This is an optimization exercise on Yosys and OpenROAD, whose aim is small area, not a production implementation.
At most, simulation tests tie the RTL to the original design; equivalence was not proved.
No functional check of the RTL was part of run 1.
The clock port is modelled as an ideal driver, which makes a skipped or thinned clock tree look cheaper than it is; a real chip needs a root buffer or a tree.
Power figures rest on the tool's default switching activity, not on a simulated workload.

`flow/config.mk`:
```
export PLATFORM = sky130hd
export DESIGN_NAME = home_automation
export DESIGN_NICKNAME = home_automation
export VERILOG_FILES = /design/flow/design.v
export SDC_FILE = /design/flow/constraint.sdc
export NUM_CORES = 4
export LEC_CHECK = 0
export CAP_MARGIN = 20
export CORE_MARGIN = 2
export CORE_UTILIZATION = 40
export PLACE_DENSITY = 0.6
export SLEW_MARGIN = 20
```
`flow/constraint.sdc`:
```
create_clock -name core_clock -period 10.0 [get_ports {clk}]
set_input_delay 2.0000 -clock core_clock [delete_from_list [all_inputs] [get_ports {clk}]]
set_output_delay 2.0000 -clock core_clock [all_outputs]
set_load 0.01 [all_outputs]
```
`flow/design.v`:
```
module uart_controller_rx (clk, reset, rx, data_ready, data_out);
    input clk, reset, rx;
    output data_ready;
    output [7:0] data_out;
    reg  [6:0] rc;
    reg        busy;
    reg  [8:0] rs;
    wire rtick = (rc == 7'b1000100);                       
    wire rfb   = rc[6] ^ rc[5] ^ rc[1] ^ rc[0] ^ ~|rc[5:0];
    wire ren   = busy | ~rx;
    wire rzero = ~|rs;
    wire rstop = rs[0];
    assign data_ready = rstop & rtick;
    assign data_out   = rs[8:1];
    always @(posedge clk, posedge reset) begin
        if (reset) begin
            rc   <= 7'd0;
            busy <= 1'b0;
        end else begin
            rc <= ren ? {rc[5:0], rfb} : 7'd0;
            if (~busy)
                busy <= ~rx;
            else if (data_ready)
                busy <= 1'b0;
        end
    end
    wire rsh = rtick & ~rstop;
    always @(posedge clk)
        rs <= rsh ? {rx | rzero, rs[8:1]} : (rs & {9{busy}});
endmodule
module uart_controller_tx (clk, reset, tx, level);
    input clk, reset;
    input [1:0] level;
    output tx;
    reg  [6:0] tc;
    reg  [3:0] q;
    wire tsend = |level;
    wire tidle = ~|q;
    wire ten   = ~tidle | tsend;
    wire ttick = (tc == 7'b1100000);                       
    wire tfb   = tc[6] ^ tc[5] ^ tc[1] ^ tc[0];
    always @(posedge clk)
        tc <= ten ? {tc[5:0], tfb} : 7'b0000001;
    always @(posedge clk, posedge reset) begin
        if (reset) begin
            q  <= 4'b0000;
        end else begin
            if (tidle & tsend) begin
                q <= {2'b10, level};
            end else if (ttick) begin
                if (~q[3])                 q <= {1'b0, q[2:0] + 3'd1};
                else if (q[1:0] == 2'b00)  q <= 4'b0001;
                else if (~q[2])            q <= {2'b11, q[1:0]};
                else                       q <= {1'b1, q[1], 2'b00};
            end
        end
    end
    assign tx = q[3] ? (q[2] & (q[0] | ~q[1])) : ((q[2:0] == 3'd0) | (q[2:0] == 3'd7));
endmodule
module panel_controller (clk, reset, uart_rx_done, uart_rx_data,
    emergency_control_valid, ECO_mod_valid_r, ac_working_mode_r, person_count_r, security_control_valid_r);
    input clk, reset, uart_rx_done;
    input [7:0] uart_rx_data;
    output reg emergency_control_valid;
    output reg ECO_mod_valid_r;
    output reg [1:0] ac_working_mode_r;
    output reg [15:0] person_count_r;
    output reg security_control_valid_r;
    wire [16:0] pcy;
    wire [15:0] psum;
    wire       padd_en = uart_rx_done & (uart_rx_data[7:4] == 4'hc);
    wire [3:0] pn      = uart_rx_data[3:0] & {4{padd_en}};
    wire [15:0] padd   = {{12{pn[3]}}, pn};
    assign pcy[0] = 1'b0;
    genvar i;
    generate for (i = 0; i < 16; i = i + 1) begin : g_padd
        assign psum[i]  = person_count_r[i] ^ padd[i] ^ pcy[i];
        assign pcy[i+1] = (person_count_r[i] & padd[i]) | (pcy[i] & (person_count_r[i] ^ padd[i]));
    end endgenerate
    always @(posedge clk, posedge reset) begin
        if (reset)
            person_count_r <= 16'd0;
        else
            person_count_r <= psum;
    end
    always @(posedge clk, posedge reset) begin
        if (reset) begin
            emergency_control_valid  <= 1'b0;
            ECO_mod_valid_r          <= 1'b0;
            security_control_valid_r <= 1'b0;
            ac_working_mode_r        <= 2'b0;
        end else if (uart_rx_done) begin
            case (uart_rx_data[7:4])
                4'h1: emergency_control_valid  <= uart_rx_data[0];
                4'h0: ECO_mod_valid_r          <= uart_rx_data[0];
                4'h7: security_control_valid_r <= uart_rx_data[0];
                4'ha: ac_working_mode_r        <= uart_rx_data[1:0];
                default: ;
            endcase
        end
    end
endmodule
module ac_control_unit(btn, status, clk, reset);
    input wire clk;
    input wire reset;
    input wire btn;
    output reg status;
    reg btn_prev;
    always @(posedge clk, posedge reset) begin
        if (reset) begin
            status   <= 1'b0;
            btn_prev <= 1'b0;
        end else begin
            status   <= status ^ (btn & ~btn_prev);
            btn_prev <= btn;
        end
    end
endmodule
module ac_economy_mode (input eco_mode_valid_i, input [8-1:0] WINDOW_STATUS_i,
    input [4-1:0] DOOR_STATUS_i, output close_ac_o);
    assign close_ac_o = eco_mode_valid_i & ((|WINDOW_STATUS_i) | (|DOOR_STATUS_i));
endmodule
module ac_temp_controller (input [1:0] ac_working_mode_i, input [8-1:0] temparature_i,
    output heater_mode_active_o, output cooler_mode_active_o);
    assign cooler_mode_active_o = (temparature_i > 20) & ac_working_mode_i[0];
    assign heater_mode_active_o = (temparature_i < 7) & ac_working_mode_i[1];
endmodule
module blinds_controller (input [11:0] time_i, input [7:0] sunlight_level_i, output blinds_status_o);
    assign blinds_status_o = ((6'd8 < time_i[11:6]) & (time_i[11:6] < 6'd17)) | (sunlight_level_i > 8'd128);
endmodule
module emergency_control (emergency_control_valid_i, warning_o, alert_o,
    water_meter_status_i, home_tap_status_i, gas_meter_i, gas_detector_i, stove_status_i, ac_system_status_i);
    input emergency_control_valid_i;
    output warning_o, alert_o;
    input water_meter_status_i;
    input [7:0] home_tap_status_i;
    input gas_meter_i, gas_detector_i;
    input [1:0] stove_status_i;
    input ac_system_status_i;
    assign warning_o = emergency_control_valid_i & water_meter_status_i & ~(|home_tap_status_i);
    assign alert_o   = emergency_control_valid_i &
        ((gas_meter_i & ~((|stove_status_i) | ac_system_status_i)) | gas_detector_i);
endmodule
module fsm_lights(a, b, clk, rst, led_status);
    input wire a;
    input wire b;
    input wire clk;
    input wire rst;
    output reg [2:0] led_status;
    wire pa = a & ~b;
    wire pb = ~a & b;
    always @(posedge clk, posedge rst) begin
        if (rst)
            led_status <= 3'd0;
        else begin
            case (led_status)
                3'd0: led_status <= pa ? 3'd1 : (pb ? 3'd2 : 3'd0);
                3'd1: led_status <= pa ? 3'd2 : 3'd1;
                3'd2: led_status <= pa ? 3'd3 : (pb ? 3'd4 : 3'd2);
                3'd3: led_status <= pa ? 3'd4 : 3'd3;
                default: led_status <= pa ? 3'd0 : 3'd4;
            endcase
        end
    end
endmodule
module secuirty_hazard_controller (clk, reset, threat, security_level);
    input clk, reset, threat;
    output reg [1:0] security_level;
    reg [13:0] hc;
    reg  [7:0] hz;
    wire hlow  = |hc[12:0];
    wire hact  = hc[13] | hlow;                  
    wire hend  = hc[13] & ~hlow;                 
    wire hfb   = (hc[13] ^ hc[8] ^ hc[2] ^ hc[1]) & ~hend;
    wire hst   = threat & ~hact;                 
    wire [8:0] zcy;
    wire [7:0] zinc;
    assign zcy[0] = hact & threat;
    genvar i;
    generate for (i = 0; i < 8; i = i + 1) begin : g_zinc
        assign zinc[i]  = hz[i] ^ zcy[i];
        assign zcy[i+1] = hz[i] & zcy[i];
    end endgenerate
    always @(posedge clk, posedge reset) begin
        if (reset) begin
            hc             <= 14'd0;
            hz             <= 8'd0;
            security_level <= 2'd0;
        end else begin
            hc <= {hc[12:2], hc[1] | hst, hc[0], hfb};
            hz <= zinc;
            if (hend)
                security_level <= (hz < 8'd3) ? 2'd0 : (hz < 8'd7) ? 2'd1 : (hz < 8'd11) ? 2'd2 : 2'd3;
        end
    end
endmodule
module security_controller (input security_control_valid_i, input [15:0] person_count_i,
    output lock_doors_o, output lock_windows_o);
    wire on = security_control_valid_i & (person_count_i == 16'd0);
    assign lock_doors_o   = on;
    assign lock_windows_o = on;
endmodule
module home_automation
    (
        input clk, reset,
        input rx,
        output tx,
        output warning_o, alert_o,
        input AC_push_button,
        input threat,
        input [8-1:0] temparature_i,
        input [8-1:0] WINDOW_STATUS_i,
        input [4-1:0] DOOR_STATUS_i,
        input [11:0] time_i,
        input [7:0] sunlight_level_i,
        output blinds_status_o,
        input wire a,
        input wire b,
        output wire [2:0] led_status,
        input water_meter_status_i,
        input [7:0] home_tap_status_i,
        input gas_meter_i,
        input gas_detector_i,
        input [1:0] stove_status_i,
        output AC_heat_o, AC_cool_o,
        output lock_doors_o, lock_windows_o
    );
    wire uart_rx_done;
    wire [7:0] uart_rx_data;
    wire [1:0] security_level;
    uart_controller_rx UART_RX (clk, reset, rx, uart_rx_done, uart_rx_data);
    uart_controller_tx UART_TX (clk, reset, tx, security_level);
    wire ECO_mod_valid_r;
    wire emergency_control_valid;
    wire [1:0] ac_working_mode_r;
    wire [16-1:0] person_count_r;
    wire security_control_valid_r;
    panel_controller CONTROL_PANEL (clk, reset, uart_rx_done, uart_rx_data,
        emergency_control_valid, ECO_mod_valid_r, ac_working_mode_r, person_count_r, security_control_valid_r);
    wire AC_ECO_STATUS;
    ac_control_unit AC_UNIT_CONTROLlER (AC_push_button, AC_ECO_STATUS, clk, reset);
    fsm_lights LIGHTS (a, b, clk, reset, led_status);
    secuirty_hazard_controller SECURTY_CONTROL (clk, reset, threat, security_level);
    wire TEMPCONTROLLER_ac_heat_w, TEMPCONTROLLER_ac_cool_w, NOWASTE_ac_energy_w;
    wire [1:0] ac_mode_w = ac_working_mode_r & {2{AC_ECO_STATUS}};
    assign AC_heat_o = ~NOWASTE_ac_energy_w & TEMPCONTROLLER_ac_heat_w;
    assign AC_cool_o = ~NOWASTE_ac_energy_w & TEMPCONTROLLER_ac_cool_w;
    blinds_controller BLINDS_CONTROLLER (.time_i(time_i), .sunlight_level_i(sunlight_level_i),
        .blinds_status_o(blinds_status_o));
    emergency_control EMERGENCY (emergency_control_valid, warning_o, alert_o,
        water_meter_status_i, home_tap_status_i,
        gas_meter_i, gas_detector_i, stove_status_i, ac_mode_w[0]);
    ac_temp_controller AC_TEMP_CONTROLLER (.ac_working_mode_i(ac_mode_w), .temparature_i(temparature_i),
        .heater_mode_active_o(TEMPCONTROLLER_ac_heat_w), .cooler_mode_active_o(TEMPCONTROLLER_ac_cool_w));
    ac_economy_mode AC_ECO_CONTROLLER (.eco_mode_valid_i(ECO_mod_valid_r), .WINDOW_STATUS_i(WINDOW_STATUS_i),
        .DOOR_STATUS_i(DOOR_STATUS_i), .close_ac_o(NOWASTE_ac_energy_w));
    security_controller SECURTY_CONTOLLER (.security_control_valid_i(security_control_valid_r),
        .person_count_i(person_count_r), .lock_doors_o(lock_doors_o), .lock_windows_o(lock_windows_o));
endmodule
```
`flow/flow/run.sh`:
```
#!/bin/bash
# The standard layout (standard.sh) with these changes:
#  - synthesis is the standard synthesis script with only the ABC mapping
#    script replaced by an area-oriented one (flow/area.abc); registers are
#    mapped before ABC runs, so they are the standard synthesis's registers;
#  - after synthesis (POST_SYNTH hook) every combinational cell is given its
#    smallest drive strength; the standard repair steps resize where needed;
#  - input/output port buffers are sky130_fd_sc_hd__buf_1;
#  - the clock tree uses small clock buffers and no dummy loads; after
#    clock_tree_synthesis (POST_CTS hook, flow/clock_tree.tcl) its eight leaf
#    buffers are regrouped into four clusters around the registers' centroids.
# All ORFS logs stay under orfs/logs; make's own output goes to standard_flow.log.
set -euo pipefail
HERE=$(pwd)
# synthesis script: synth_recipe.tcl, sourcing a copy of ORFS synth.tcl whose
# abc call uses flow/area.abc as its script
sed 's#log_cmd abc {\*}$abc_args#set si [expr {[lsearch $abc_args -script] + 1}]\nset abc_args [lreplace $abc_args $si $si '"$HERE"'/flow/area.abc]\nlog_cmd abc {*}$abc_args#' \
  "$FLOW_HOME/scripts/synth.tcl" > "$HERE/synth_area.tcl"
grep -q 'flow/area.abc' "$HERE/synth_area.tcl"
sed 's#source $::env(SCRIPTS_DIR)/synth.tcl#source '"$HERE"'/synth_area.tcl#' synth_recipe.tcl > "$HERE/synth_recipe_area.tcl"
grep -q 'synth_area.tcl' "$HERE/synth_recipe_area.tcl"
CTS="-sink_clustering_enable -repair_clock_nets -buf_list {sky130_fd_sc_hd__clkbuf_4 sky130_fd_sc_hd__clkbuf_8} -root_buf sky130_fd_sc_hd__clkbuf_8 -dont_use_dummy_load"
bash standard.sh \
  "SYNTH_SCRIPT=$HERE/synth_recipe_area.tcl" \
  "ABC_AREA=1" \
  "POST_SYNTH_TCL=$HERE/flow/downsize.tcl" \
  "BUFFER_PORTS_ARGS=-buffer_cell sky130_fd_sc_hd__buf_1" \
  "CTS_ARGS=$CTS" \
  "POST_CTS_TCL=$HERE/flow/clock_tree.tcl" \
  finish > standard_flow.log 2>&1
```
`flow/flow/area.abc`:
```
strash
balance
rewrite
refactor
balance
rewrite
rewrite -z
balance
refactor -z
rewrite -z
balance
strash
&get -n
&st
&dch -f
&nf -R 1000
&put
strash
&get -n
&st
&dch -f
&nf -R 1000
&put
strash
&get -n
&st
&dch -f
&nf -R 1000
&put
topo
dnsize
```
`flow/flow/clock_tree.tcl`:
```
# Merge leaf clock buffers: keep `keep` leaves (those driven by the root),
# move the sinks of each other leaf to the nearest kept one, and give kept
# leaves the master `leaf_master`.
proc merge_clock_leaves { keep leaf_master root_master } {
  set block [ord::get_db_block]
  set db [ord::get_db]
  set clk_net [$block findNet clk]
  set roots {}
  foreach it [$clk_net getITerms] { if { [$it isInputSignal] } { lappend roots [$it getInst] } }
  if { [llength $roots] != 1 } { puts "merge: clock port drives [llength $roots] cells, left as is"; return }
  set root [lindex $roots 0]
  set rout [[$root findITerm X] getNet]
  set leaves {}
  foreach it [$rout getITerms] {
    set inst [$it getInst]
    if { $inst == $root } { continue }
    if { [string match *clkbuf* [[$inst getMaster] getName]] } { lappend leaves $inst }
  }
  # choose kept leaves greedily: farthest-point sampling
  set kept [list [lindex $leaves 0]]
  while { [llength $kept] < $keep && [llength $kept] < [llength $leaves] } {
    set bestd -1; set besti {}
    foreach l $leaves {
      if { [lsearch $kept $l] >= 0 } { continue }
      set lx [lindex [$l getLocation] 0]; set ly [lindex [$l getLocation] 1]
      set md 1e18
      foreach k $kept {
        set d [expr { abs($lx - [lindex [$k getLocation] 0]) + abs($ly - [lindex [$k getLocation] 1]) }]
        if { $d < $md } { set md $d }
      }
      if { $md > $bestd } { set bestd $md; set besti $l }
    }
    lappend kept $besti
  }
  set removed 0
  foreach l $leaves {
    if { [lsearch $kept $l] >= 0 } { continue }
    set lnet [[$l findITerm X] getNet]
    set sinks {}
    foreach sit [$lnet getITerms] { if { [$sit getInst] != $l } { lappend sinks $sit } }
    foreach sit $sinks {
      set bb [[$sit getInst] getLocation]
      set md 1e18; set tgt {}
      foreach k $kept {
        set d [expr { abs([lindex $bb 0] - [lindex [$k getLocation] 0]) + abs([lindex $bb 1] - [lindex [$k getLocation] 1]) }]
        if { $d < $md } { set md $d; set tgt $k }
      }
      $sit disconnect
      $sit connect [[$tgt findITerm X] getNet]
    }
    [$l findITerm A] disconnect
    [$l findITerm X] disconnect
    odb::dbInst_destroy $l
    odb::dbNet_destroy $lnet
    incr removed
  }
  foreach k $kept { $k swapMaster [$db findMaster $leaf_master] }
  $root swapMaster [$db findMaster $root_master]
  puts "merge: removed $removed leaves, kept [llength $kept] ($leaf_master), root $root_master"
}

# Re-cluster the clock sinks: keep `keep` leaf buffers, assign every sink to
# its nearest kept leaf and move each leaf to its cluster's centroid (a few
# Lloyd iterations), with leaf master `leaf_master` and root `root_master`.
proc recluster_clock { keep leaf_master root_master iters } {
  merge_clock_leaves $keep $leaf_master $root_master
  set block [ord::get_db_block]
  set clk_net [$block findNet clk]
  foreach it [$clk_net getITerms] { if { [$it isInputSignal] } { set root [$it getInst] } }
  set rout [[$root findITerm X] getNet]
  set leaves {}
  foreach it [$rout getITerms] {
    set inst [$it getInst]
    if { $inst != $root } { lappend leaves $inst }
  }
  set sinks {}
  foreach l $leaves {
    foreach sit [[[$l findITerm X] getNet] getITerms] { if { [$sit getInst] != $l } { lappend sinks $sit } }
  }
  for { set n 0 } { $n < $iters } { incr n } {
    # centroids
    foreach l $leaves { set sx($l) 0.0; set sy($l) 0.0; set cnt($l) 0 }
    foreach sit $sinks {
      set l [[[$sit getNet] getFirstOutput] getInst]
      set loc [[$sit getInst] getLocation]
      set sx($l) [expr { $sx($l) + [lindex $loc 0] }]
      set sy($l) [expr { $sy($l) + [lindex $loc 1] }]
      incr cnt($l)
    }
    foreach l $leaves {
      if { $cnt($l) > 0 } {
        $l setLocation [expr { int($sx($l) / $cnt($l)) }] [expr { int($sy($l) / $cnt($l)) }]
      }
    }
    # reassign
    foreach sit $sinks {
      set loc [[$sit getInst] getLocation]
      set md 1e18; set tgt {}
      foreach l $leaves {
        set d [expr { abs([lindex $loc 0] - [lindex [$l getLocation] 0]) + abs([lindex $loc 1] - [lindex [$l getLocation] 1]) }]
        if { $d < $md } { set md $d; set tgt $l }
      }
      set tnet [[$tgt findITerm X] getNet]
      if { [$sit getNet] != $tnet } { $sit disconnect; $sit connect $tnet }
    }
  }
  # root at the centroid of the leaves
  set x 0.0; set y 0.0
  foreach l $leaves { set x [expr { $x + [lindex [$l getLocation] 0] }]; set y [expr { $y + [lindex [$l getLocation] 1] }] }
  $root setLocation [expr { int($x / [llength $leaves]) }] [expr { int($y / [llength $leaves]) }]
  foreach l $leaves { puts "recluster: leaf [$l getName] drives [expr {[llength [[[$l findITerm X] getNet] getITerms]] - 1}] sinks" }
}

# POST_CTS hook: the H-tree from clock_tree_synthesis has one root and eight
# leaf buffers; regroup the registers into CLK_LEAVES clusters around their
# centroids, each driven by one leaf buffer, then legalize the placement.
set nleaves 4
if { [info exists ::env(CLK_LEAVES)] } { set nleaves $::env(CLK_LEAVES) }
set leafm sky130_fd_sc_hd__clkbuf_8
if { [info exists ::env(CLK_LEAF_CELL)] } { set leafm $::env(CLK_LEAF_CELL) }
set rootm sky130_fd_sc_hd__clkbuf_4
if { [info exists ::env(CLK_ROOT_CELL)] } { set rootm $::env(CLK_ROOT_CELL) }
recluster_clock $nleaves $leafm $rootm 6
detailed_placement
estimate_parasitics -placement
report_clock_skew
```
`flow/flow/downsize.tcl`:
```
# POST_SYNTH hook: give every combinational cell the smallest-area drive
# strength of its own type (same function and pins).  Registers keep the
# cell type synthesis gave them.  Later repair_design / repair_timing steps
# of the standard flow upsize or buffer again wherever slew, capacitance or
# timing need it.
set db [ord::get_db]
set block [ord::get_db_block]
set dont_use {}
if { [info exists ::env(DONT_USE_CELLS)] } { set dont_use $::env(DONT_USE_CELLS) }
array set best {}
foreach lib [$db getLibs] {
  foreach m [$lib getMasters] {
    set n [$m getName]
    if { [lsearch -exact $dont_use $n] >= 0 } { continue }
    if { ![regexp {^(sky130_fd_sc_hd__[a-z0-9]+)_([0-9]+)$} $n -> base drv] } { continue }
    set a [expr { [$m getWidth] * [$m getHeight] }]
    if { ![info exists best($base)] || $a < [lindex $best($base) 1] } {
      set best($base) [list $n $a]
    }
  }
}
set swapped 0
foreach inst [$block getInsts] {
  set m [$inst getMaster]
  set n [$m getName]
  if { ![regexp {^(sky130_fd_sc_hd__[a-z0-9]+)_([0-9]+)$} $n -> base drv] } { continue }
  if { [regexp {__(df|dl|sdf|edf|sedf|conb|clk)} $n] } { continue }
  if { ![info exists best($base)] } { continue }
  set target [lindex $best($base) 0]
  if { $target ne $n && [lindex $best($base) 1] < [expr { [$m getWidth] * [$m getHeight] }] } {
    replace_cell [$inst getName] $target
    incr swapped
  }
}
puts "downsize: swapped $swapped instances to their smallest drive strength"
```
`flow/standard.sh`:
```
#!/bin/bash
# synth_recipe.tcl (not shown) runs the flow's synth.tcl, then flattens the netlist and writes it again
# the make line also repeats each setting of config.mk as NAME=value (left out here)
make -C /OpenROAD-flow-scripts/flow DESIGN_CONFIG=/design/flow/config.mk WORK_HOME=/design/flow/orfs CLKGATE_MAP_FILE= SYNTH_SCRIPT=/design/flow/synth_recipe.tcl "${@:-finish}"
```
==> metrics.md, run 1 <==
| Metric | Value |
|---|---|
| Routed WL | 5.53 mm |
| R2R Path Start | UART_RX.rc[1] |
| Clk_skew | 17.5 ps |
| Pre-CTS setup slack | 2720 ps |
| Most frequent cells in the layout | buf_1, dfrtp_1, nor2_1 |
| Global route total overflow | 0 |
| NumNets Final | 429 |
| Hold endpoint | SECURTY_CONTROL.hc[13] |
| Layout area overhead | 13.7% |
| Initial antenna violation count | 0 |
| Hold Path Depth | 0 |
| Via Count | 2241 |
| Tightest Pin Transition | 764 ps |
| Drt drc | 0 |
| Final min period | 7270 ps |
| Antenna-violating nets left | 0 |
| Clk Latency, worst-skew pair | 380 ps |
| R2R setup slack | 2730 ps |
| Layout cells sized above 1 | 2.63% |
| Final GP Congestion | 0.694 |
| Max Freq | 0.138 GHz |
| Worst Hold Class | reg2reg |
| Static leakage | 1.66 nW |
| Total GRT Usage | 13.1% |
| HPWL Detailed | 4.21 mm |
| WS Path Type | reg2reg |
| Top FF cell, synth | dfrtp_1 |
| Die area | 9020 um2 |
| PD cells | 186 nW/um2 |
| Max-slew headroom | 49.1% |
| Worst VDD drop | 117 uV |
| Port buffer count | 64 |
| Per-cell routed wire length | 12.4 um |
| Critical path required time | 10290 ps |
| RR Endpoint | CONTROL_PANEL.person_count_r[15] |
| Setup ws final | 2730 ps |
| Async SR Flop Fraction | 79.5% |
| Critical Path AT | 7560 ps |
| Core Region | 8130 um2 |
| Vias in the first global route | 2077 |
| CTS sink count | 78 |
| Max Cap Viol | 0 |
| Initial Util | 40.7% |
| Reg2reg path depth | 25 |
| First-pass GRT wire length | 9.14 mm |
| Slew Limit Fails | 0 |
| Status | finished clean |
| Final setup vio count | 0 |
| EDFF count, synth | 0 |
| Syn Inst Count | 271 |
| YS warnings | 6 |
| Horiz. Die Dim | 95.0 um |
| Setup_tns | 0 ps |
| CP Launch Type | flop |
| Antenna fix cells | 0 |
| CP Capture Type | flop |
| Die height | 95.0 um |
| Sequential area share after synthesis | 56.5% |
| Post-synthesis instance area | 3310 um2 |
| #FFs+latches synth | 78 |
| Commonest non-fill, non-tap cell in the layout | buf_1 |
| Syn Nets | 356 |
| CP Max Fanout | 5 |
| Final clock period utilization by the worst path | 72.7% |
| Detailed Route Iter0 Violations | 51 |
| Syn avg cell area | 12.2 um2 |
| Yosys Chip Area | 3310 um2 |
| Final Hold Vio Count | 0 |
| RSZ-0062 raised after global routing | false |
| Row cnt | 33 |
| Boundary Pins | 71 |
| Netlist cell types | 39 |
| Largest net degree at the start of global routing | 63 |
| First-pass detailed-route iteration total | 4 |
| Number of vias per cell | 5.01 |
| Hold_sp | SECURTY_CONTROL.hc[12] |
| CTS clock-pin slew for the worst setup and hold paths | 120 ps |
| WHS | 389 ps |
==> worst max-delay path, stage by stage (launching register included) <==
cell and delay [ps]:
dfrtp_1 400, nor3_1 80, nand3_1 110, nor4b_1 110, nor3b_1 160, and3_1 230, and2_0 180, ha_1 180
clkinv_1 50, fa_1 160, clkinv_1 80, fa_1 370, fa_1 410, fa_1 390, fa_1 390, fa_1 390
fa_1 410, fa_1 400, fa_1 390, fa_1 390, fa_1 400, fa_1 390, fa_1 390, fa_1 390
xnor2_1 190, xnor2_1 140
==> worst max-delay path by stage <==
stage                     depth (start not counted)                                to     startpoint
after floorplan                                  25  CONTROL_PANEL.person_count_r[15]  UART_RX.rc[1]
after detailed placement                         25  CONTROL_PANEL.person_count_r[15]  UART_RX.rc[1]
final                                            25  CONTROL_PANEL.person_count_r[15]  UART_RX.rc[1]
after global routing                             25  CONTROL_PANEL.person_count_r[15]  UART_RX.rc[1]
after global placement                           25  CONTROL_PANEL.person_count_r[15]  UART_RX.rc[1]
==> synth_stat cells, types with 3 or more instances <==
cell type | number | area, um2
nor3_1 | 7 | 35.0
dfxtp_1 | 16 | 320
nand2_1 | 12 | 45.0
nand4_1 | 4 | 25.0
xor2_1 | 5 | 43.8
clkinv_1 | 11 | 41.3
a21oi_1 | 11 | 55.1
xnor2_1 | 6 | 52.6
nand3_1 | 6 | 30.0
o21ai_0 | 11 | 55.1
dfrtp_1 | 62 | 1550
ha_1 | 11 | 138
and2_0 | 15 | 93.8
a22o_1 | 9 | 78.8
nor4_1 | 14 | 87.6
nand2b_1 | 3 | 18.8
fa_1 | 14 | 280
mux2_1 | 6 | 67.6
nor2b_1 | 5 | 31.3
nor2_1 | 17 | 63.8
a31oi_1 | 3 | 18.8
==> stage by stage <==
stage | area [um2] | power (mW) | cells | util, %
after floorplan | 3310 | 0.535 | 271 | -
after global placement | 3700 | 0.577 | 442 | 45.5
after detailed placement | 3700 | 0.585 | 442 | 45.5
after global routing | 3760 | 0.755 | 447 | 46.3
final | 3760 | 0.700 | 447 | 46.3
==> layout make-up <==
| cell class | instances | area, um2 |
|---|---|---|
| Tap cell | 105 | 131 |
| Fill cell | 777 | 4370 |
| Multi-Input combinational cell | 181 | 1390 |
| Inverter | 11 | 41.3 |
| Sequential cell | 78 | 1870 |
| Clock buffer | 5 | 62.6 |
| Timing Repair Buffer | 67 | 263 |
==> sequential cells by signal (all words and copies together) (netlist names) <==
| name | flops |
|---|---|
| SECURTY_CONTROL.hc | 14 |
| CONTROL_PANEL.emergency_control_valid | 1 |
| UART_RX.rs | 9 |
| AC_UNIT_CONTROLlER.status | 1 |
| LIGHTS.led_status | 3 |
| UART_TX.tc | 7 |
| CONTROL_PANEL.person_count_r | 16 |
| AC_UNIT_CONTROLlER.btn_prev | 1 |
| UART_RX.rc | 7 |
| UART_RX.busy | 1 |
| CONTROL_PANEL.ac_working_mode_r | 2 |
| CONTROL_PANEL.ECO_mod_valid_r | 1 |
| UART_TX.q | 4 |
| SECURTY_CONTROL.security_level | 2 |
| CONTROL_PANEL.security_control_valid_r | 1 |
| SECURTY_CONTROL.hz | 8 |
==> routing by layer <==
layer	wire length (um)	vias to the layer above	GRT usage, %	part of all wire [%]
li1	-	1100	-	-
met3	196	8	3.11	3.5
met2	2760	27	20.9	50
met5	0	-	0	0
met1	2490	1106	17.4	45
met4	74	0	4.71	1.3
==> logic make-up after synthesis <==
| group | share of synthesized area, % |
|---|---|
| compound gates | 8.91 |
| xor+xnor | 2.91 |
| fa+ha+maj | 12.6 |
| buf+inv | 1.47 |
| flops | 56.5 |
| mux | 2.34 |
| simple gates | 15.3 |
==> where the power goes <==
| part | internal, mW | switching, mW |
|---|---|---|
| Sequential | 0.386 | 0.0560 |
| Combinational | 0.0647 | 0.0685 |
| Clock | 0.0412 | 0.0830 |
| Total | 0.492 | 0.208 |
==> run 2: changes to the inputs <==
--- a/flow/design.v
+++ b/flow/design.v
@@ -49,5 +49,5 @@
                 q <= {2'b10, level};
             end else if (ttick) begin
-                if (~q[3])                 q <= {1'b0, q[2:0] + 3'd1};
+                if (~q[3])                 q <= {1'b0, q[1:0], q[2] ^ (q[0] | ~q[1])};
                 else if (q[1:0] == 2'b00)  q <= 4'b0001;
                 else if (~q[2])            q <= {2'b11, q[1:0]};
@@ -56,5 +56,5 @@
         end
     end
-    assign tx = q[3] ? (q[2] & (q[0] | ~q[1])) : ((q[2:0] == 3'd0) | (q[2:0] == 3'd7));
+    assign tx = q[3] ? (q[2] & (q[0] | ~q[1])) : (~q[1] & ~q[0]);
 endmodule
 module panel_controller (clk, reset, uart_rx_done, uart_rx_data,
==> run 2 against run 1 <==
Against the previous run:
- setup slack improved by 200 ps
- clock skew is 5.2 ps higher
- critical path depth shrank 1
- synthesized area shrank 1.3%
- clock power is essentially flat
- via count shrank 4.5%
- synthesized cell count fell by 2.2%
- cell area decreased by 1.5%
- count of clock-buffer cells in the layout unchanged
- total power decreased by 4.7%
==> metrics.md, run 2 <==
| Metric | Value |
|---|---|
| Most frequent cells in the layout | buf_1, dfrtp_1, nor2_1 |
| Critical Path Sink | CONTROL_PANEL.person_count_r[15] |
| CP top delay family | adder cells |
| Critical-path cell list | nor4_1, and4b_1, nand2_1, nor4_1, and2_0, ha_1, clkinv_1, fa_1, clkinv_1, fa_1, fa_1, fa_1, fa_1, fa_1, fa_1, fa_1, fa_1, fa_1, fa_1, fa_1, fa_1, fa_1, xnor2_1, xnor2_1 |
| #FFs+latches synth | 78 |
| Clk Latency, worst-skew pair | 380 ps |
| Routed WL | 5.41 mm |
| Tightest Pin Transition | 754 ps |
| Reg2reg path depth | 24 |
| Number of vias per cell | 4.90 |
| Largest net degree at the start of global routing | 63 |
| Top FF cell, synth | dfrtp_1 |
| Top-count cell post-synth | dfrtp_1 |
| Final setup vio count | 0 |
| Per-cell routed wire length | 12.4 um |
| Layout area overhead | 13.5% |
| Crit path max-delay cell type | dfrtp_1 |
| Worst VDD drop | 98.8 uV |
| RR Endpoint | CONTROL_PANEL.person_count_r[15] |
| R2R Path Start | UART_RX.rc[5] |
| Final GP Congestion | 0.706 |
| Clk_skew | 22.7 ps |
| CP Launch Type | flop |
| Critical Path AT | 7380 ps |
| Dominant cells by area after synthesis | dfrtp_1, dfxtp_1, fa_1, ha_1, and2_0 |
| CTS sink count | 78 |
| Largest Register | CONTROL_PANEL.person_count_r |
| Top flop regs | CONTROL_PANEL.person_count_r (16), SECURTY_CONTROL.hc (14), UART_RX.rs (9) |
| Initial antenna violation count | 0 |
| Yosys top cell area share | 47.5% |
| Port buffer count | 64 |
| Antenna-violating nets left | 0 |
| Commonest non-fill, non-tap cell in the layout | buf_1 |
| Hold Path Depth | 0 |
| Syn Nets | 348 |
| Initial Util | 41.8% |
| CTS clock-pin slew for the worst setup and hold paths | 120 ps |
| Max-slew headroom | 49.8% |
| Syn Inst Count | 265 |
| Total GRT Usage | 12.5% |
| Netlist cell types | 37 |
| Via Count | 2140 |
| First-pass detailed-route iteration total | 4 |
| HPWL Detailed | 3.99 mm |
| Area leader, netlist | dfrtp_1 |
| Hold_sp | SECURTY_CONTROL.hc[5] |
| CP Max Fanout | 4 |
| PD cells | 180 nW/um2 |
| Final Hold Vio Count | 0 |
| Slew Limit Fails | 0 |
| Pwr Total | 0.667 mW |
| Die area | 8900 um2 |
| CP bufs+invs | 2 |
| Detailed Route Iter0 Violations | 50 |
| Async SR Flop Fraction | 79.5% |
| Cell area after layout | 3710 um2 |
| Most used cell, CP | fa_1 |
| CP Capture Type | flop |
| Critical path required time | 10310 ps |
| Area after DPL | 3640 um2 |
| Layout cells sized above 1 | 2.39% |
| Boundary Pins | 71 |
| Max FFs per register | 16 |
| Static leakage | 1.64 nW |
| EDFF count, synth | 0 |
| Levels on crit path | 24 |
| YS warnings | 6 |
| Placed cells | 432 |
| Horiz. Die Dim | 94.4 um |
| Antenna fix cells | 0 |
| First-pass GRT wire length | 8.70 mm |
| Post-synth top cells | dfrtp_1, nor2_1, nand2_1 |
| Vias in the first global route | 1964 |
| RSZ-0062 raised after global routing | false |
| Status | finished clean |
| Worst Hold Class | reg2reg |
| WS Path Type | reg2reg |
| Setup_tns | 0 ps |
| Crit. Startpoint | UART_RX.rc[5] |
| Sequential area share after synthesis | 57.3% |
| Final min period | 7070 ps |
| Row cnt | 32 |
| Syn avg cell area | 12.3 um2 |
| NumNets Final | 420 |
| Max Freq | 0.141 GHz |
| Die height | 94.4 um |
| Yosys Chip Area | 3270 um2 |
| Core Region | 7810 um2 |
| R2R setup slack | 2930 ps |
| Global route total overflow | 0 |
| Post-Layout Cell Count | 437 |
| CP max stage delay | 410 ps |
| Drt drc | 0 |
| Max Cap Viol | 0 |
| Final clock period utilization by the worst path | 70.7% |
| Post-synthesis instance area | 3270 um2 |
run 2: cell type report:
type	count	area (um2)
Fill cell	741	4100
Sequential cell	78	1870
Multi-Input combinational cell	177	1360
Timing Repair Buffer	66	255
Tap cell	102	128
Clock buffer	5	62.6
Inverter	9	33.8
run 2: cell families after synthesis:
| family | synth area share (%) |
|---|---|
| flops | 57.3 |
| mux | 2.72 |
| fa+ha+maj | 12.0 |
| simple gates | 14.8 |
| xor+xnor | 3.48 |
| buf+inv | 1.26 |
| compound gates | 8.46 |
run 2: per-stage QoR:
step | worst slack, ps | util, % | hold WS (ps)
5_1_grt | 2600 | 47.5 | 408
3_5_place_dp | 2950 | 46.7 | 361
6_report | 2930 | 47.5 | 384
2_1_floorplan | 3280 | - | 354
3_3_place_gp | 3030 | 46.7 | 358
run 2: worst min path at each step:
| stage | endpoint | slack [ps] |
|---|---|---|
| 6_report | SECURTY_CONTROL.hc[6] | 380 |
| 5_1_grt | SECURTY_CONTROL.hc[11] | 410 |
| 3_5_place_dp | SECURTY_CONTROL.hc[6] | 360 |
| 3_3_place_gp | SECURTY_CONTROL.hc[8] | 360 |
| 2_1_floorplan | SECURTY_CONTROL.hc[1] | 350 |
run 2: power breakdown:
group	switching [mW]	leakage [nW]	internal (mW)	total [mW]
Combinational	0.0523	0.686	0.0572	0.109
Clock	0.0835	0.0334	0.0413	0.125
Sequential	0.0503	0.917	0.383	0.433
Total	0.186	1.64	0.481	0.667
run 2: routing by layer:
layer	track usage (%)	part of all wire [%]	up-vias
li1	-	-	1070
met1	17.2	50	1033
met2	19.4	46	31
met3	3.11	3.5	6
met4	4.35	1.4	0
met5	0	0	-
==> run 3: changes to the inputs <==
--- a/flow/flow/run.sh
+++ b/flow/flow/run.sh
@@ -21,5 +21,5 @@
 grep -q 'synth_area.tcl' "$HERE/synth_recipe_area.tcl"
 CTS="-sink_clustering_enable -repair_clock_nets -buf_list {sky130_fd_sc_hd__clkbuf_4 sky130_fd_sc_hd__clkbuf_8} -root_buf sky130_fd_sc_hd__clkbuf_8 -dont_use_dummy_load"
-bash standard.sh \
+bash standard.sh "CLK_ROOT_CELL=sky130_fd_sc_hd__clkbuf_8" \
   "SYNTH_SCRIPT=$HERE/synth_recipe_area.tcl" \
   "ABC_AREA=1" \
==> run 3 against run 2 <==
Against the previous run:
- still clean on timing, DRC and antenna
- synthesized cell count is the same
- via count hardly changed
- non-clock buffer count unchanged
- maximum frequency barely moved
- sequential cell count is the same
- count of clock-buffer cells in the layout did not move
- core utilization grew 0.080 points
- sequential power about the same
- hold slack is essentially flat
- global-route usage stayed put
- routed wire length about the same
- largest power group unchanged
==> metrics.md, run 3 <==
| Metric | Value |
|---|---|
| Max Cap Viol | 0 |
| Top-count cell post-synth | dfrtp_1 |
| Final GP Congestion | 0.706 |
| CP Capture Type | flop |
| Max-slew headroom | 49.8% |
| Max Used Layer | met4 |
| Top FF cell, synth | dfrtp_1 |
| CTS sink count | 78 |
| Setup_tns | 0 ps |
| RSZ-0062 raised after global routing | false |
| Boundary Pins | 71 |
| Crit path max-delay cell type | dfrtp_1 |
| Worst Hold Class | reg2reg |
| Met2 wire length | 2.47 mm |
| Yosys Chip Area | 3270 um2 |
| Vias in the first global route | 1964 |
| Cell area after layout | 3710 um2 |
| Core Region | 7810 um2 |
| Final Hold Vio Count | 0 |
| Worst VDD drop | 102 uV |
| Final min period | 7070 ps |
| Slew Limit Fails | 0 |
| Antenna-violating nets left | 0 |
| Post-synthesis instance area | 3270 um2 |
| Post-Route Utilization | 47.6% |
| Total GRT Usage | 12.5% |
| Largest net degree at the start of global routing | 63 |
| Detailed Route Iter0 Violations | 56 |
| Tightest Pin Transition | 753 ps |
| Initial Util | 41.8% |
| Clk Latency, worst-skew pair | 330 ps |
| Antenna fix cells | 0 |
| DR WL met3 | 200 um |
| #FFs+latches synth | 78 |
| Async SR Flop Fraction | 79.5% |
| Syn avg cell area | 12.3 um2 |
| Critical path required time | 10270 ps |
| Syn Nets | 348 |
| Commonest non-fill, non-tap cell in the layout | buf_1 |
| Yosys top cell area share | 47.5% |
| CP Max Fanout | 4 |
| Most frequent cells in the layout | buf_1, dfrtp_1, nor2_1 |
| Sequential area share after synthesis | 57.3% |
| Routed WL | 5.41 mm |
| Final clock period utilization by the worst path | 70.7% |
| Horiz. Die Dim | 94.4 um |
| First-pass detailed-route iteration total | 4 |
| Area leader, netlist | dfrtp_1 |
| Clk_skew | 22.6 ps |
| Initial antenna violation count | 0 |
| WS Path Type | reg2reg |
| Static leakage | 1.64 nW |
| Post-synth top cells | dfrtp_1, nor2_1, nand2_1 |
| Max Freq | 0.141 GHz |
| Met1 Wirelength | 2.66 mm |
| Via Count | 2138 |
| YS warnings | 6 |
| Global route total overflow | 0 |
| First-pass GRT wire length | 8.70 mm |
| Critical-path cell list | nor4_1, and4b_1, nand2_1, nor4_1, and2_0, ha_1, clkinv_1, fa_1, clkinv_1, fa_1, fa_1, fa_1, fa_1, fa_1, fa_1, fa_1, fa_1, fa_1, fa_1, fa_1, fa_1, fa_1, xnor2_1, xnor2_1 |
| Netlist cell types | 37 |
| Per-cell routed wire length | 12.4 um |
| Top flop regs | CONTROL_PANEL.person_count_r (16), SECURTY_CONTROL.hc (14), UART_RX.rs (9) |
| PD cells | 181 nW/um2 |
| Largest Register | CONTROL_PANEL.person_count_r |
| Row cnt | 32 |
| Final setup vio count | 0 |
| HPWL Detailed | 3.99 mm |
| NumNets Final | 420 |
| Most used cell, CP | fa_1 |
| Layout cells sized above 1 | 2.39% |
| Dominant cells by area after synthesis | dfrtp_1, dfxtp_1, fa_1, ha_1, and2_0 |
| Syn Inst Count | 265 |
| Area after DPL | 3640 um2 |
| CP Launch Type | flop |
| Critical Path AT | 7340 ps |
| Max FFs per register | 16 |
| Number of vias per cell | 4.89 |
| Die height | 94.4 um |
| CP max stage delay | 410 ps |
| Pwr Total | 0.672 mW |
| Layout area overhead | 13.7% |
| Drt drc | 0 |
| Die area | 8900 um2 |
| EDFF count, synth | 0 |
| CTS clock-pin slew for the worst setup and hold paths | 120 ps |
| Status | finished clean |
| Port buffer count | 64 |
| WHS | 384 ps |
==> run 3: where the power goes <==
| group | switching (mW) | leakage, nW | internal [mW] |
|---|---|---|---|
| Combinational | 0.0523 | 0.686 | 0.0572 |
| Clock | 0.0838 | 0.0359 | 0.0459 |
| Sequential | 0.0503 | 0.917 | 0.383 |
==> run 3: final timing paths <==
kind	startpoint	end	slack, ps	depth (start not counted)
min reg2reg	SECURTY_CONTROL.hc[5]	SECURTY_CONTROL.hc[6]	380	0
min in group asynchronous	reset	UART_TX.q[0]	1840	3
max in group asynchronous	reset	CONTROL_PANEL.security_control_valid_r	7640	3
max reg2reg	UART_RX.rc[5]	CONTROL_PANEL.person_count_r[15]	2930	24
min	SECURTY_CONTROL.hc[5]	SECURTY_CONTROL.hc[6]	380	0
max	UART_RX.rc[5]	CONTROL_PANEL.person_count_r[15]	2930	24
==> run 3: logic make-up (layout without fill, tap and decap cells) <==
family | count (synthesis) | count (layout) | synth area share, %
buf+inv | 10 | 80 | 1.26
xor+xnor | 13 | 13 | 3.48
mux | 8 | 8 | 2.72
flops | 78 | 78 | 57.3
compound gates | 41 | 41 | 8.46
simple gates | 92 | 92 | 14.8
fa+ha+maj | 23 | 23 | 12.0
==> run 3: layer usage <==
metal / track usage [%] / vias up
met4: 4.35 / 0
li1: - / 1070
met5: 0 / -
met1: 17.2 / 1030
met3: 3.11 / 6
met2: 19.4 / 32
==> run 3: final cells by class <==
| cell class | count | area, um2 |
|---|---|---|
| flip-flops and latches | 78 | 1870 |
| repair buffers | 66 | 255 |
| well taps | 102 | 128 |
| fillers | 740 | 4090 |
| multi-input cells | 177 | 1360 |
| clock buffers | 5 | 68.8 |
| inverters | 9 | 33.8 |
==> run 3: metrics by stage <==
stage | setup slack (ps) | instances
2_1_floorplan | 3280 | 265
3_3_place_gp | 3030 | 432
3_5_place_dp | 2950 | 432
5_1_grt | 2600 | 437
6_report | 2930 | 437
==> run 3: worst max-delay path, delay by kind of cell (launching register included) <==
family | cells | cell delay, ps
xor gates and xnor gates | 2 | 330
adders and majority gates | 15 | 5430
buffers and inverters | 2 | 120
DFF | 1 | 410
and+or+nand+nor | 5 | 720
==> run 4: changes to the inputs <==
--- a/flow/flow/run.sh
+++ b/flow/flow/run.sh
@@ -21,5 +21,5 @@
 grep -q 'synth_area.tcl' "$HERE/synth_recipe_area.tcl"
 CTS="-sink_clustering_enable -repair_clock_nets -buf_list {sky130_fd_sc_hd__clkbuf_4 sky130_fd_sc_hd__clkbuf_8} -root_buf sky130_fd_sc_hd__clkbuf_8 -dont_use_dummy_load"
-bash standard.sh "CLK_ROOT_CELL=sky130_fd_sc_hd__clkbuf_8" \
+bash standard.sh "CLK_LEAVES=6" \
   "SYNTH_SCRIPT=$HERE/synth_recipe_area.tcl" \
   "ABC_AREA=1" \
==> run 4 against run 3 <==
Against the previous run:
- critical endpoint unchanged
- hold slack worse by 6.1 ps
- still clean on timing, DRC and antenna
- register-to-register slack worse by 40 ps
- combinational power hardly changed
- first-iteration DRC count is 14% higher
- sequential cell count stayed put
- global-route usage is 0.39 points higher
- non-clock buffer count stayed put
- count of clock-buffer cells in the layout is 2 higher
==> metrics.md, run 4 <==
| Metric | Value |
|---|---|
| Status | finished clean |
| Antenna fix cells | 0 |
| WHS | 378 ps |
| Routed WL | 5.50 mm |
| CP bufs+invs | 2 |
| Layout area overhead | 14.4% |
| Core Region | 7810 um2 |
| Row cnt | 32 |
| CP max stage delay | 410 ps |
| Critical-path cell list | nor4_1, and4b_1, nand2_1, nor4_1, and2_0, ha_1, clkinv_1, fa_1, clkinv_1, fa_1, fa_1, fa_1, fa_1, fa_1, fa_1, fa_1, fa_1, fa_1, fa_1, fa_1, fa_1, fa_1, xnor2_1, xnor2_1 |
| Final clock period utilization by the worst path | 71.0% |
| Critical path required time | 10320 ps |
| Crit path max-delay cell type | fa_1 |
| Levels on crit path | 24 |
| Port buffer count | 64 |
| #FFs+latches synth | 78 |
| Final min period | 7100 ps |
| Max Cap Viol | 0 |
| HPWL Detailed | 3.99 mm |
| Post-synth top cells | dfrtp_1, nor2_1, nand2_1 |
| Largest net degree at the start of global routing | 63 |
| CP Max Fanout | 4 |
| Part of the power in registers | 62.8% |
| Number of vias per cell | 4.85 |
| Top flop regs | CONTROL_PANEL.person_count_r (16), SECURTY_CONTROL.hc (14), UART_RX.rs (9) |
| Crit. Startpoint | UART_RX.rc[5] |
| Area leader, netlist | dfrtp_1 |
| Drt drc | 0 |
| NumNets Final | 422 |
| CP top delay family | adder cells |
| Static leakage | 1.65 nW |
| PD cells | 185 nW/um2 |
| Switching power | 0.192 mW |
| Critical Path Sink | CONTROL_PANEL.person_count_r[15] |
| Most used cell, CP | fa_1 |
| Per-cell routed wire length | 12.5 um |
| Horiz. Die Dim | 94.4 um |
| Via Count | 2129 |
| Max FFs per register | 16 |
| First-pass detailed-route iteration total | 4 |
| Die height | 94.4 um |
| CP Launch Type | flop |
| Reg2reg path depth | 24 |
| Yosys Chip Area | 3270 um2 |
| Top-count cell post-synth | dfrtp_1 |
| First-pass GRT wire length | 8.76 mm |
| Worst VDD drop | 97.5 uV |
| CTS sink count | 78 |
| Final Hold Vio Count | 0 |
| R2R Path Start | UART_RX.rc[5] |
| YS warnings | 6 |
| Syn Nets | 348 |
| Final setup vio count | 0 |
| EDFF count, synth | 0 |
| Die area | 8900 um2 |
| Clock network power share | 21.3% |
| Critical Path AT | 7420 ps |
| Worst Hold Class | reg2reg |
| Most frequent cells in the layout | buf_1, dfrtp_1, nor2_1 |
| Dominant cells by area after synthesis | dfrtp_1, dfxtp_1, fa_1, ha_1, and2_0 |
| Total GRT Usage | 12.9% |
| Comb power frac | 15.9% |
| Antenna-violating nets left | 0 |
| Post-synthesis instance area | 3270 um2 |
| Slew Limit Fails | 0 |
| Syn avg cell area | 12.3 um2 |
| Initial antenna violation count | 0 |
| R2R setup slack | 2900 ps |
| CP Capture Type | flop |
| Clk Latency, worst-skew pair | 420 ps |
| Max Freq | 0.141 GHz |
| RSZ-0062 raised after global routing | false |
| Clk_skew | 38.5 ps |
| Async SR Flop Fraction | 79.5% |
| Int Pwr | 0.498 mW |
| Tightest Pin Transition | 751 ps |
| Yosys top cell area share | 47.5% |
| Netlist cell types | 37 |
| Layout cells sized above 1 | 2.97% |
| Vias in the first global route | 1965 |
| Global route total overflow | 0 |
| Initial Util | 41.8% |
| Hold Path Depth | 0 |
| CTS clock-pin slew for the worst setup and hold paths | 110 ps |
| Sw frac | 27.8% |
| Final GP Congestion | 0.706 |
| WS Path Type | reg2reg |
| RR Endpoint | CONTROL_PANEL.person_count_r[15] |
| Boundary Pins | 71 |
| Sequential area share after synthesis | 57.3% |
| Detailed Route Iter0 Violations | 64 |
| Max-slew headroom | 49.9% |
| Syn Inst Count | 265 |
| Top FF cell, synth | dfrtp_1 |
| Largest Register | CONTROL_PANEL.person_count_r |
| Setup_tns | 0 ps |
| # fillers | 741 |
| Commonest non-fill, non-tap cell in the layout | buf_1 |
[run 4: cell counts after synthesis]
No cell type changed its count.
[run 4: final cells by class]
| class | instances | area (um2) | share of cell area, % |
|---|---|---|---|
| Clock buffer | 7 | 90.1 | 2.41 |
| Inverter | 9 | 33.8 | 0.905 |
| Multi-Input combinational cell | 177 | 1360 | 36.3 |
| Sequential cell | 78 | 1870 | 50.1 |
| Tap cell | 102 | 128 | 3.42 |
| Timing Repair Buffer | 66 | 255 | 6.83 |
[run 4: cell families (layout without fill, tap and decap cells)]
| family | count (synthesis) | after routing | synth area share (%) |
|---|---|---|---|
| mux | 8 | 8 | 2.72 |
| simple gates | 92 | 92 | 14.8 |
| buf+inv | 10 | 82 | 1.26 |
| fa+ha+maj | 23 | 23 | 12.0 |
| compound gates | 41 | 41 | 8.46 |
| xor+xnor | 13 | 13 | 3.48 |
| flops | 78 | 78 | 57.3 |
[run 4: worst min path at each step]
stage,start,to,slack [ps]
final,SECURTY_CONTROL.hc[10],SECURTY_CONTROL.hc[11],380
after detailed placement,SECURTY_CONTROL.hc[5],SECURTY_CONTROL.hc[6],360
after global routing,SECURTY_CONTROL.hc[12],SECURTY_CONTROL.hc[13],410
after global placement,SECURTY_CONTROL.hc[7],SECURTY_CONTROL.hc[8],360
after floorplan,SECURTY_CONTROL.hc[0],SECURTY_CONTROL.hc[1],350
[run 4: metal layers]
metal / vias up / global-route usage (%) / wire (um)
li1: 1071 / - / -
met1: 1013 / 17.2 / 2630
met2: 34 / 19.4 / 2510
met3: 11 / 4.07 / 251
met4: 0 / 5.80 / 110
met5: - / 0 / 0
[run 4: power by group through the flow]
| stage | sequential (mW) | combinational, mW | clock [mW] |
|---|---|---|---|
| 3_3_place_gp | 0.439 | 0.109 | 0 |
| 5_1_grt | 0.444 | 0.130 | 0.168 |
| 2_1_floorplan | 0.431 | 0.0823 | 0 |
| 3_5_place_dp | 0.440 | 0.111 | 0 |
| 6_report | 0.434 | 0.110 | 0.147 |
[run 4: per-stage QoR]
stage                     cell area [um2]  cells  setup slack [ps]  utilization, %  total power [mW]
after floorplan                      3270    265              3280               -             0.513
after global placement               3640    432              3030            46.7             0.548
after detailed placement             3640    432              2950            46.7             0.551
after global routing                 3730    439              2560            47.8             0.742
final                                3730    439              2900            47.8             0.690
==> run 5: changes to the inputs <==
--- a/flow/flow/run.sh
+++ b/flow/flow/run.sh
@@ -21,5 +21,5 @@
 grep -q 'synth_area.tcl' "$HERE/synth_recipe_area.tcl"
 CTS="-sink_clustering_enable -repair_clock_nets -buf_list {sky130_fd_sc_hd__clkbuf_4 sky130_fd_sc_hd__clkbuf_8} -root_buf sky130_fd_sc_hd__clkbuf_8 -dont_use_dummy_load"
-bash standard.sh "CLK_LEAVES=6" \
+bash standard.sh "CLK_LEAVES=5" \
   "SYNTH_SCRIPT=$HERE/synth_recipe_area.tcl" \
   "ABC_AREA=1" \
==> run 5 against run 4 <==
Against the previous run:
- die area is the same
- maximum frequency grew 0.18%
- hold slack lost 19 ps
- global-route usage shrank 0.21 points
- critical endpoint unchanged
- clock power shrank 7%
- via count grew 1.1%
- still clean
- count of clock-buffer cells in the layout shrank 1
- largest power group unchanged
- highest routed layer unchanged
==> metrics.md, run 5 <==
| Metric | Value |
|---|---|
| Part of the power in registers | 63.8% |
| Comb power frac | 16.1% |
| Clk Latency, worst-skew pair | 380 ps |
| Max Cap Viol | 0 |
| Die area | 8900 um2 |
| Hold Path Depth | 0 |
| CP Launch Type | flop |
| Worst VDD drop | 108 uV |
| First-pass GRT wire length | 8.72 mm |
| Routed WL | 5.44 mm |
| Syn avg cell area | 12.3 um2 |
| Final clock period utilization by the worst path | 70.9% |
| CTS clock-pin slew for the worst setup and hold paths | 110 ps |
| Final min period | 7090 ps |
| Max Freq | 0.141 GHz |
| Post-synth top cells | dfrtp_1, nor2_1, nand2_1 |
| NumNets Final | 421 |
| Row cnt | 32 |
| Commonest non-fill, non-tap cell in the layout | buf_1 |
| YS warnings | 6 |
| Top FF cell, synth | dfrtp_1 |
| Critical Path AT | 7410 ps |
| Final Hold Vio Count | 0 |
| Total GRT Usage | 12.7% |
| Clk_skew | 28.7 ps |
| Worst Hold Class | reg2reg |
| Crit. Startpoint | UART_RX.rc[5] |
| Dominant cells by area after synthesis | dfrtp_1, dfxtp_1, fa_1, ha_1, and2_0 |
| Syn Inst Count | 265 |
| Area leader, netlist | dfrtp_1 |
| Core Region | 7810 um2 |
| Sw frac | 27.9% |
| Static leakage | 1.64 nW |
| Pre-CTS setup slack | 2950 ps |
| EDFF count, synth | 0 |
| RSZ-0062 raised after global routing | false |
| Critical path required time | 10320 ps |
| Clock network power share | 20.1% |
| Netlist cell types | 37 |
| Yosys Chip Area | 3270 um2 |
| Detailed Route Iter0 Violations | 53 |
| Max FFs per register | 16 |
| R2R setup slack | 2910 ps |
| Drt drc | 0 |
| Tightest Pin Transition | 755 ps |
| Syn Nets | 348 |
| Switching power | 0.190 mW |
| Largest Register | CONTROL_PANEL.person_count_r |
| Boundary Pins | 71 |
| Yosys top cell area share | 47.5% |
| Antenna-violating nets left | 0 |
| CP Capture Type | flop |
| CP Max Fanout | 4 |
| Layout area overhead | 13.9% |
| Top-count cell post-synth | dfrtp_1 |
| Async SR Flop Fraction | 79.5% |
| Slew Limit Fails | 0 |
| Max-slew headroom | 49.7% |
| Antenna fix cells | 0 |
| Initial antenna violation count | 0 |
| Number of vias per cell | 4.92 |
| Horiz. Die Dim | 94.4 um |
| First-pass detailed-route iteration total | 4 |
| Sequential area share after synthesis | 57.3% |
| Int Pwr | 0.490 mW |
| WS Path Type | reg2reg |
| Hold_sp | SECURTY_CONTROL.hc[10] |
| CTS sink count | 78 |
| Status | finished clean |
| #FFs+latches synth | 78 |
| Port buffer count | 64 |
| Initial Util | 41.8% |
| Via Count | 2153 |
| Top flop regs | CONTROL_PANEL.person_count_r (16), SECURTY_CONTROL.hc (14), UART_RX.rs (9) |
| PD cells | 183 nW/um2 |
| Post-synthesis instance area | 3270 um2 |
| Global route total overflow | 0 |
| # fillers | 738 |
| Die height | 94.4 um |
| Most frequent cells in the layout | buf_1, dfrtp_1, nor2_1 |
| Setup ws final | 2910 ps |
| Final GP Congestion | 0.706 |
| Per-cell routed wire length | 12.4 um |
| Vias in the first global route | 1966 |
| Largest net degree at the start of global routing | 63 |
| Setup_tns | 0 ps |
| R2R Path Start | UART_RX.rc[5] |
| Reg2reg path depth | 24 |
| HPWL Detailed | 3.99 mm |
| Final setup vio count | 0 |
| Layout cells sized above 1 | 2.68% |
-- run 5: cell counts after synthesis --
No cell type changed its count.
-- run 5: cell families (layout without fill, tap and decap cells) --
| kind of cell | Yosys count | in the layout | synth area share [%] |
|---|---|---|---|
| AND/OR/NAND/NOR | 92 | 92 | 14.8 |
| flip-flops | 78 | 78 | 57.3 |
| AO/OA/AOI/OAI | 41 | 41 | 8.46 |
| adder cells (fa/ha/maj) | 23 | 23 | 12.0 |
| XOR/XNOR | 13 | 13 | 3.48 |
| buffers and inverters | 10 | 81 | 1.26 |
| multiplexers | 8 | 8 | 2.72 |
-- run 5: power by group through the flow --
stage | Sequential, mW | Combinational [mW] | Clock [mW]
2_1_floorplan | 0.431 | 0.0823 | 0
6_report | 0.433 | 0.109 | 0.137
5_1_grt | 0.444 | 0.130 | 0.159
3_3_place_gp | 0.439 | 0.109 | 0
3_5_place_dp | 0.440 | 0.111 | 0
-- run 5: metrics by stage --
step	util, %	hold slack, ps	total power, mW	instances	cell area [um2]
after floorplan	-	354	0.513	265	3270
after global placement	46.7	358	0.548	432	3640
after detailed placement	46.7	361	0.551	432	3640
after global routing	47.7	362	0.732	438	3720
final	47.7	359	0.680	438	3720
-- run 5: worst max-delay path: stages (launching register included) --
cell      delay [ps]
dfrtp_1          410
nor4_1            90
and4b_1          230
nand2_1          130
nor4_1           100
and2_0           180
ha_1             180
clkinv_1          50
fa_1             150
clkinv_1          70
fa_1             390
fa_1             410
fa_1             400
fa_1             390
fa_1             390
fa_1             390
fa_1             390
fa_1             390
fa_1             380
fa_1             390
fa_1             390
fa_1             400
fa_1             390
xnor2_1          200
xnor2_1          130
-- run 5: per-layer routing --
layer / wire length, um / vias up / GRT usage, %
met2: 2480 / 34 / 19.5
met3: 186 / 7 / 3.35
met5: 0 / - / 0
met4: 93 / 0 / 5.43
met1: 2680 / 1040 / 17.1
li1: - / 1072 / -
-- run 5: final cells by class --
class,count,area (um2),share of cell area (%)
timing repair buffer,66,255,6.86
sequential,78,1870,50.3
tap,102,128,3.43
inverter,9,33.8,0.908
clock buffer,6,76.3,2.05
multi-input combinational,177,1360,36.4
-- run 5: final timing paths --
kind	to
min in group asynchronous	SECURTY_CONTROL.hz[5]
max in group asynchronous	CONTROL_PANEL.security_control_valid_r
hold / removal	SECURTY_CONTROL.hc[11]
setup / recovery	CONTROL_PANEL.person_count_r[15]
setup reg to reg	CONTROL_PANEL.person_count_r[15]
hold reg to reg	SECURTY_CONTROL.hc[11]
==> run 6: changes to the inputs <==
--- a/flow/flow/run.sh
+++ b/flow/flow/run.sh
@@ -21,5 +21,5 @@
 grep -q 'synth_area.tcl' "$HERE/synth_recipe_area.tcl"
 CTS="-sink_clustering_enable -repair_clock_nets -buf_list {sky130_fd_sc_hd__clkbuf_4 sky130_fd_sc_hd__clkbuf_8} -root_buf sky130_fd_sc_hd__clkbuf_8 -dont_use_dummy_load"
-bash standard.sh "CLK_LEAVES=5" \
+bash standard.sh "CLK_NO_ROOT=1" \
   "SYNTH_SCRIPT=$HERE/synth_recipe_area.tcl" \
   "ABC_AREA=1" \
--- a/flow/flow/clock_tree.tcl
+++ b/flow/flow/clock_tree.tcl
@@ -122,4 +122,18 @@
 if { [info exists ::env(CLK_ROOT_CELL)] } { set rootm $::env(CLK_ROOT_CELL) }
 recluster_clock $nleaves $leafm $rootm 6
+if { [info exists ::env(CLK_NO_ROOT)] && $nleaves <= 4 } {
+  set block [ord::get_db_block]
+  set clk_net [$block findNet clk]
+  foreach it [$clk_net getITerms] { if { [$it isInputSignal] } { set root [$it getInst] } }
+  set rnet [[$root findITerm X] getNet]
+  set lits {}
+  foreach it [$rnet getITerms] { if { [$it getInst] != $root } { lappend lits $it } }
+  foreach it $lits { $it disconnect; $it connect $clk_net }
+  [$root findITerm A] disconnect
+  [$root findITerm X] disconnect
+  odb::dbInst_destroy $root
+  odb::dbNet_destroy $rnet
+  puts "clock_tree: root buffer removed; clock port drives [llength $lits] leaf buffers"
+}
 detailed_placement
 estimate_parasitics -placement
==> run 6 against run 5 <==
Against the previous run:
- still clean
- non-clock buffer count unchanged
- cell count decreased by 0.46%
- setup slack improved by 4.8 ps
- clock skew shrank 3.2 ps
- global-route usage down 0.48 points
- maximum frequency is essentially flat
- register-to-register slack about the same
- count of clock-buffer cells in the layout is 2 lower
- clock power is 19% lower
- critical path depth is the same
- total power decreased by 3.9%
- largest cell class unchanged
==> metrics.md, run 6 <==
| Metric | Value |
|---|---|
| NumNets Final | 419 |
| Max Cap Viol | 0 |
| CTS sink count | 78 |
| Status | finished clean |
| CP max stage delay | 410 ps |
| Static leakage | 1.63 nW |
| Most frequent cells in the layout | buf_1, dfrtp_1, nor2_1 |
| Post-Route Utilization | 47.4% |
| CTS clock-pin slew for the worst setup and hold paths | 120 ps |
| Syn avg cell area | 12.3 um2 |
| Port buffer count | 64 |
| Antenna fix cells | 0 |
| Post-synth top cells | dfrtp_1, nor2_1, nand2_1 |
| Pwr Total | 0.653 mW |
| Netlist cell types | 37 |
| Dominant cells by area after synthesis | dfrtp_1, dfxtp_1, fa_1, ha_1, and2_0 |
| Area leader, netlist | dfrtp_1 |
| Async SR Flop Fraction | 79.5% |
| Syn Nets | 348 |
| RSZ-0062 raised after global routing | false |
| Clk Latency, worst-skew pair | 180 ps |
| Total GRT Usage | 12.2% |
| Worst VDD drop | 94.1 uV |
| Placed cells | 432 |
| Layout area overhead | 13.3% |
| Core Region | 7810 um2 |
| CP Max Fanout | 4 |
| Detailed Route Iter0 Violations | 63 |
| YS warnings | 6 |
| Final Hold Vio Count | 0 |
| CP bufs+invs | 2 |
| Final setup vio count | 0 |
| Syn Inst Count | 265 |
| EDFF count, synth | 0 |
| Final clock period utilization by the worst path | 70.9% |
| WS Path Type | reg2reg |
| Tightest Pin Transition | 748 ps |
| Sequential area share after synthesis | 57.3% |
| Post-Layout Cell Count | 436 |
| Cell area after layout | 3700 um2 |
| CP Capture Type | flop |
| Vias in the first global route | 1943 |
| HPWL Detailed | 3.99 mm |
| Yosys top cell area share | 47.5% |
| Via Count | 2126 |
| Initial Util | 41.8% |
| Worst Hold Class | reg2reg |
| CP top delay family | adder cells |
| Die area | 8900 um2 |
| CP Launch Type | flop |
| Top FF cell, synth | dfrtp_1 |
| Number of vias per cell | 4.88 |
| Critical Path AT | 7200 ps |
| Largest Register | CONTROL_PANEL.person_count_r |
| Routed WL | 5.36 mm |
| Initial antenna violation count | 0 |
| Top-count cell post-synth | dfrtp_1 |
| Setup_tns | 0 ps |
| Post-synthesis instance area | 3270 um2 |
| Antenna-violating nets left | 0 |
| Clk_skew | 25.4 ps |
| Slew Limit Fails | 0 |
| Final GP Congestion | 0.706 |
| Per-cell routed wire length | 12.3 um |
| Final min period | 7090 ps |
| Crit path max-delay cell type | dfrtp_1 |
| Max Freq | 0.141 GHz |
| Row cnt | 32 |
| #FFs+latches synth | 78 |
| Max FFs per register | 16 |
| Max-slew headroom | 50.1% |
| Area after DPL | 3640 um2 |
| Largest net degree at the start of global routing | 63 |
| Layout cells sized above 1 | 2.10% |
| Die height | 94.4 um |
| Horiz. Die Dim | 94.4 um |
| Commonest non-fill, non-tap cell in the layout | buf_1 |
| Most used cell, CP | fa_1 |
| Top flop regs | CONTROL_PANEL.person_count_r (16), SECURTY_CONTROL.hc (14), UART_RX.rs (9) |
| Critical path required time | 10110 ps |
| First-pass GRT wire length | 8.67 mm |
| Critical-path cell list | nor4_1, and4b_1, nand2_1, nor4_1, and2_0, ha_1, clkinv_1, fa_1, clkinv_1, fa_1, fa_1, fa_1, fa_1, fa_1, fa_1, fa_1, fa_1, fa_1, fa_1, fa_1, fa_1, fa_1, xnor2_1, xnor2_1 |
| Yosys Chip Area | 3270 um2 |
| First-pass detailed-route iteration total | 4 |
| Boundary Pins | 71 |
| Global route total overflow | 0 |
| Drt drc | 0 |
| PD cells | 177 nW/um2 |
==> run 6: through the flow <==
stage	setup slack (ps)	hold slack, ps
2_1_floorplan	3280	354
3_3_place_gp	3030	358
3_5_place_dp	2950	361
5_1_grt	2600	407
6_report	2910	389
==> run 6: cell families after synthesis <==
family | synth area share, %
muxes | 2.72
and+or+nand+nor | 14.8
adders and majority gates | 12.0
buffers and inverters | 1.26
xor gates and xnor gates | 3.48
AOI/OAI and AO/OA | 8.46
DFF | 57.3
==> run 6: final cells by class <==
cell class / count / area [um2]
Sequential cell: 78 / 1870
Multi-Input combinational cell: 177 / 1360
Tap cell: 102 / 128
Timing Repair Buffer: 66 / 255
Fill cell: 741 / 4110
Clock buffer: 4 / 55.1
Inverter: 9 / 33.8
==> run 6: worst reg2reg max path: stages (launching register included) <==
cell and delay, ps:
dfrtp_1 410, nor4_1 90, and4b_1 230, nand2_1 130, nor4_1 100, and2_0 180
ha_1 180, clkinv_1 50, fa_1 150, clkinv_1 70, fa_1 390, fa_1 410
fa_1 400, fa_1 390, fa_1 390, fa_1 390, fa_1 400, fa_1 390
fa_1 390, fa_1 390, fa_1 390, fa_1 400, fa_1 390, xnor2_1 200
xnor2_1 130
==> run 6: path summary, 6_finish.rpt <==
| kind | startpoint | end | slack (ps) | cells after the start |
|---|---|---|---|---|
| min | SECURTY_CONTROL.hc[10] | SECURTY_CONTROL.hc[11] | 390 | 0 |
| min reg2reg | SECURTY_CONTROL.hc[10] | SECURTY_CONTROL.hc[11] | 390 | 0 |
| max reg2reg | UART_RX.rc[5] | CONTROL_PANEL.person_count_r[15] | 2910 | 24 |
| max | UART_RX.rc[5] | CONTROL_PANEL.person_count_r[15] | 2910 | 24 |
| min in group asynchronous | reset | SECURTY_CONTROL.hz[5] | 2000 | 3 |
| max in group asynchronous | reset | CONTROL_PANEL.security_control_valid_r | 7490 | 3 |
==> run 6: per-layer routing <==
metal  track usage (%)  wire, um
met4              2.90        52
met3              2.63       176
met1              17.3      2650
met2              19.3      2480
met5                 0         0
==> run 6: where the power goes <==
| part | switching [mW] | internal (mW) | leakage [nW] |
|---|---|---|---|
| clock | 0.0736 | 0.0374 | 0.0288 |
| sequential | 0.0503 | 0.383 | 0.917 |
| combinational | 0.0522 | 0.0572 | 0.686 |

-- afterwards: timing with drivers on the ports --
How much do the figures lean on ideal ports? The routed layouts below were timed once more, with nothing changed but the port constraints. Step 1, drivers: a clkbuf_16 drives clk and a buf_2 each remaining input, both assumed. Step 2 moves the port delays by t, midway between the first and last clock arrival at a register: inputs arrive t later, outputs are due t later. That takes back most of the time a late clock gives input paths. Slacks: no drivers / after step 1 / after step 2; pairs: no drivers / after step 1.
run | shift t [ns] | setup slack, ns | clock arrival spread, ns | slew at the worst register clock pin (ns) | worst slew at a driven data input, ns
run 1 | 0.396 | 2.728 / 2.728 / 2.728 | 0.017 / 0.018 | 0.12 / 0.12 | 0.03
run 2 | 0.395 | 2.929 / 2.929 / 2.929 | 0.023 / 0.023 | 0.12 / 0.12 | 0.04
run 3 | 0.353 | 2.931 / 2.931 / 2.931 | 0.023 / 0.023 | 0.12 / 0.12 | 0.04
run 4 | 0.429 | 2.896 / 2.896 / 2.896 | 0.042 / 0.042 | 0.11 / 0.11 | 0.04
run 5 | 0.399 | 2.909 / 2.909 / 2.909 | 0.034 / 0.035 | 0.11 / 0.11 | 0.04
run 6 | 0.217 | 2.913 / 2.913 / 2.913 | 0.026 / 0.025 | 0.12 / 0.12 | 0.04
After both steps every run listed still meets setup and hold.
